Background: an optimization exercise with open tools, aiming at small area, a short achievable clock period and few clock cycles per item. Do not read the settings as production practice. RTL that was checked went through simulation tests only; none was proved equivalent to the original.

// gcd
module gcd( input [31:0] a_in,
            input [31:0] b_in,
            input start,
            input reset_n,
            input clk,
            output [31:0] result,
            output done);
Settings: LEC_CHECK=0, CAP_MARGIN=20, CORE_MARGIN=2, CORE_UTILIZATION=30, PLACE_DENSITY=0.5, SETUP_SLACK_MARGIN=0.6, SLEW_MARGIN=20; clock period 4.0 ns.
standard.sh (not shown) runs the stock make flow with config.mk's settings and CLKGATE_MAP_FILE= SYNTH_SCRIPT=/design/flow/synth_recipe.tcl, a recipe that flattens the netlist after the stock synthesis.
==> flow/flow/run.sh <==
#!/bin/bash
# Standard ORFS layout, with the port buffers made of the smallest buffer cell.
set -euo pipefail
export BUFFER_PORTS_ARGS="-buffer_cell sky130_fd_sc_hd__buf_1"
bash standard.sh > standard_flow.log 2>&1
The starting point finished with timing, DRC and antenna clean.
Testbench counts at the start, summed over its fixed seeds: cycles 53,893, items 2,400.
Change:
- CORE_UTILIZATION: 30 -> 40
- PLACE_DENSITY: 0.5 -> 0.6
What happened:
- final area fell by 2.0%
- via count goes down by 0.78%
- utilization goes up by 12 points
- die area came out lower by 24%
- wire length decreases by 8.6%
- worst setup slack gains 30 ps
- register-to-register slack is better by 40 ps
Change:
- CORE_UTILIZATION: 40 -> 50
- PLACE_DENSITY: 0.6 -> 0.7
Outcome:
- The changed run passed the timing, DRC and antenna checks
- sequential share of layout area shrinks by 0.47 points
- via count rises by a few percent
- routed wire length is higher by a few percent
- worst hold slack improves by 18 ps
- utilization increases by 14 points
Change:
- CORE_UTILIZATION: 50 -> 40
- PLACE_DENSITY: 0.7 -> 0.6
- SETUP_SLACK_MARGIN: 0.6 -> 0.4
=> The changed run finished with timing, DRC and antenna clean. Routed wire length is lower by 7.4%. Global-route usage is lower by 8.4 points. Synthesized cell count is unchanged.
Change:
- GPL_TIMING_DRIVEN: not set -> 0
- SETUP_SLACK_MARGIN: 0.4 -> 0.6
After rerunning: The new run completed without violations; die area is unchanged.

== v27 ==
gcd, a different RTL version from the one above (not shown whole).
For scale: ~830 cells after synthesis, about 75 flip-flops, ~100 I/O pins, ~6800 um2 of cells after synthesis.
Settings: LEC_CHECK=0, CAP_MARGIN=20, CORE_MARGIN=2, CORE_UTILIZATION=40, PLACE_DENSITY=0.6, SETUP_SLACK_MARGIN=0.6, SLEW_MARGIN=20; clock period 4.0 ns.
Scripts as last shown in full above: flow/flow/run.sh
Every stage of the flow completed for v27, and the final layout passed the timing, DRC and antenna checks.
For v9, these inputs were changed with respect to v27:
==> flow/flow/run.sh <==
#!/bin/bash
# Standard ORFS layout, with the port buffers made of the smallest buffer
# cell and a clock tree without dummy loads.
set -euo pipefail
export BUFFER_PORTS_ARGS="-buffer_cell sky130_fd_sc_hd__buf_1"
export CTS_ARGS="-sink_clustering_enable -repair_clock_nets -dont_use_dummy_load -sink_clustering_size 80 -sink_clustering_max_diameter 400 -buf_list sky130_fd_sc_hd__clkbuf_16"
bash standard.sh > standard_flow.log 2>&1
--- outcome ---
Every run in the comparison, v9 and v27, completed the flow with a clean layout. v9 vs. v27: full die area shows no meaningful change; non-clock buffer count shows an increase of 5; worst setup slack shows a reduction of 0.024 ns. There was hardly any difference in final cell count without fillers between v27 and v9. Reported for v9 and v27, number of setup violations in the final report turned out identical to the last digit. On final area: v9 sits above v27.
Function was not checked in any run of this note: the RTL went through the layout flow alone.

== build 52 ==
Another version of the RTL of gcd (not shown whole).
For scale: ~810 cells after synthesis, about 75 flip-flops, ~100 I/O pins, ~7000 um^2 of cells after synthesis.
make LEC_CHECK=0 CAP_MARGIN=20 CORE_MARGIN=2 CORE_UTILIZATION=40 PLACE_DENSITY=0.6 SETUP_SLACK_MARGIN=0.6 SLEW_MARGIN=20 finish   # period 4.0 ns
run.sh (not shown) runs the stock make flow with config.mk's settings and CLKGATE_MAP_FILE= SYNTH_SCRIPT=/design/flow/synth_recipe.tcl, a recipe that flattens the netlist after the stock synthesis.
Stock flow here: none of the scripts above is used.
Build 52 | status: complete | timing, DRC, antenna: pass
The following lists how build 60 was set up differently from build 52:
-- flow/config.mk --
<<< build 52, line 11
export PLACE_DENSITY = 0.6
export SETUP_SLACK_MARGIN = 0.6
export SLEW_MARGIN = 20
>>> build 60, line 11
export PLACE_DENSITY = 0.6
export SETUP_SLACK_MARGIN = 1.2
export SLEW_MARGIN = 20
--- outcome ---
- Per the comparison of build 60 with build 52, routability congestion estimate has increased.
- Summary of build 60 over build 52: number of global-route vias before repair now larger; post-route met1 wirelength has decreased; global-route usage rose by 1.3 points; non-clock buffer count higher; met3 global-route usage neither gained nor lost much.
- [compare] base=build 52 new=build 60: number of gates given a new drive strength after cts rose by 62; least setup slack across all paths after layout went up 120 ps; maximum cell stage delay along the critical path now larger.
Setup changes, build 60 to build 22
==> flow/flow/run.sh (new file) <==
#!/bin/bash
# Standard ORFS layout, with the port buffers made of the smallest buffer cell.
set -euo pipefail
export BUFFER_PORTS_ARGS="-buffer_cell sky130_fd_sc_hd__buf_1"
bash standard.sh > standard_flow.log 2>&1
==> flow/standard.sh (new file) <==
#!/bin/bash
# synth_recipe.tcl (not shown) runs the flow's synth.tcl, then flattens the netlist and writes it again
# the make line also repeats each setting of config.mk as NAME=value (left out here)
make -C /OpenROAD-flow-scripts/flow DESIGN_CONFIG=/design/flow/config.mk WORK_HOME=/design/flow/orfs CLKGATE_MAP_FILE= SYNTH_SCRIPT=/design/flow/synth_recipe.tcl "${@:-finish}"
-- flow/config.mk --
<<< build 60, line 11
export PLACE_DENSITY = 0.6
export SETUP_SLACK_MARGIN = 1.2
export SLEW_MARGIN = 20
>>> build 22, line 11
export PLACE_DENSITY = 0.6
export SLEW_MARGIN = 20
removed: flow/run.sh
Results
Re smallest hold slack: build 60 was lower than build 22. Build 22 vs build 60 on max-slew headroom at the worst pin: build 22 is the lower one. Summary of build 22 over build 60: setup slack shrank by 500 ps; ratio of cells with drive above 1 in the final layout shrank by 15 points. | cell area after layout | build 22 vs build 60 | 18% lower |. Compared with build 60, in build 22 slew at the pin with the worst max-slew slack grew by 94 ps; largest stage delay on the critical path essentially unchanged.
Input-level comparison between build 13 and build 22:
==> flow/run.sh (new file) <==
#!/bin/bash
# synth_recipe.tcl (not shown) runs the flow's synth.tcl, then flattens the netlist and writes it again
# the make line also repeats each setting of config.mk as NAME=value (left out here)
make -C /OpenROAD-flow-scripts/flow DESIGN_CONFIG=/design/flow/config.mk WORK_HOME=/design/flow/orfs CLKGATE_MAP_FILE= SYNTH_SCRIPT=/design/flow/synth_recipe.tcl finish
removed: flow/flow/run.sh
removed: flow/standard.sh
[summary]
- Build 13 | status: complete | timing, DRC, antenna: pass
- When the final numbers for build 22 and build 13 were put side by side, the number of ordinary and repair buffers in the finished layout turned out to be greater in build 22.
- Clock-cell share of area: build 22 vs build 13 — no meaningful difference
- Summary of build 13 over build 22: count of unresolved DRC violations after routing flat.
- The later-pin clock latency in the skew report of build 22 and that of build 13 are within noise of each other.
- Route | build 13 vs build 22 | wire shorter in build 13
- Build 13 and build 22 ended up with roughly the same post-placement cell count.
- Going from build 22 to build 13, via count shows an increase of 81.
Function was not checked in any run of this note: the RTL went through the layout flow alone.

## what the ideal ports hide
The flow's constraints put no driver on any port. The routed layouts listed below were extracted and timed again, unchanged, in two steps.
Step 1 sets driving cells, clkbuf_16 on the clock port and buf_2 on the other inputs (assumed; they add their load-dependent delay and slew).
Step 2 moves the port delays by t, midway between the first and last clock arrival at a register: inputs arrive t later, outputs are due t later. That takes back most of the time a late clock gives input paths.
a / b / c = ideal ports / drivers / drivers and shift; a / b = the first two.
| run | shift t [ns] | setup WS [ns] | hold slack, ns | worst setup path after step 2 |
|---|---|---|---|---|
| the first run of note 1 | 0.400 | 0.650 / 0.641 / 0.650 | 0.198 / 0.180 / 0.529 | register to register |
| the second run of note 1 | 0.396 | 0.680 / 0.639 / 0.685 | 0.191 / 0.175 / 0.533 | register to register |
| the third run of note 1 | 0.390 | 0.625 / 0.581 / 0.676 | 0.210 / 0.192 / 0.527 | register to register |
| the fourth run of note 1 | 0.392 | 0.506 / 0.464 / 0.526 | 0.200 / 0.181 / 0.531 | register to register |
| the fifth run of note 1 | 0.399 | 0.616 / 0.572 / 0.437 | 0.195 / 0.176 / 0.526 | input to register |
| v27 | 0.391 | 0.491 / 0.491 / 0.491 | 0.199 / 0.187 / 0.533 | register to register |
| v9 | 0.389 | 0.467 / 0.467 / 0.467 | 0.199 / 0.187 / 0.532 | register to register |
| build 52 | 0.395 | 0.700 / 0.700 / 0.700 | 0.489 / 0.483 / 0.511 | register to register |
| build 60 | 0.395 | 0.823 / 0.823 / 0.823 | 0.487 / 0.482 / 0.532 | register to register |
| build 22 | 0.396 | 0.318 / 0.318 / 0.318 | 0.526 / 0.526 / 0.526 | register to register |
| build 13 | 0.393 | 0.348 / 0.348 / 0.348 | 0.495 / 0.489 / 0.511 | register to register |
After both steps every run listed still meets setup and hold. For the fifth run of note 1, which loses most, drivers alone change the setup slack by -0.044 ns; drivers and shift together by -0.179 ns.
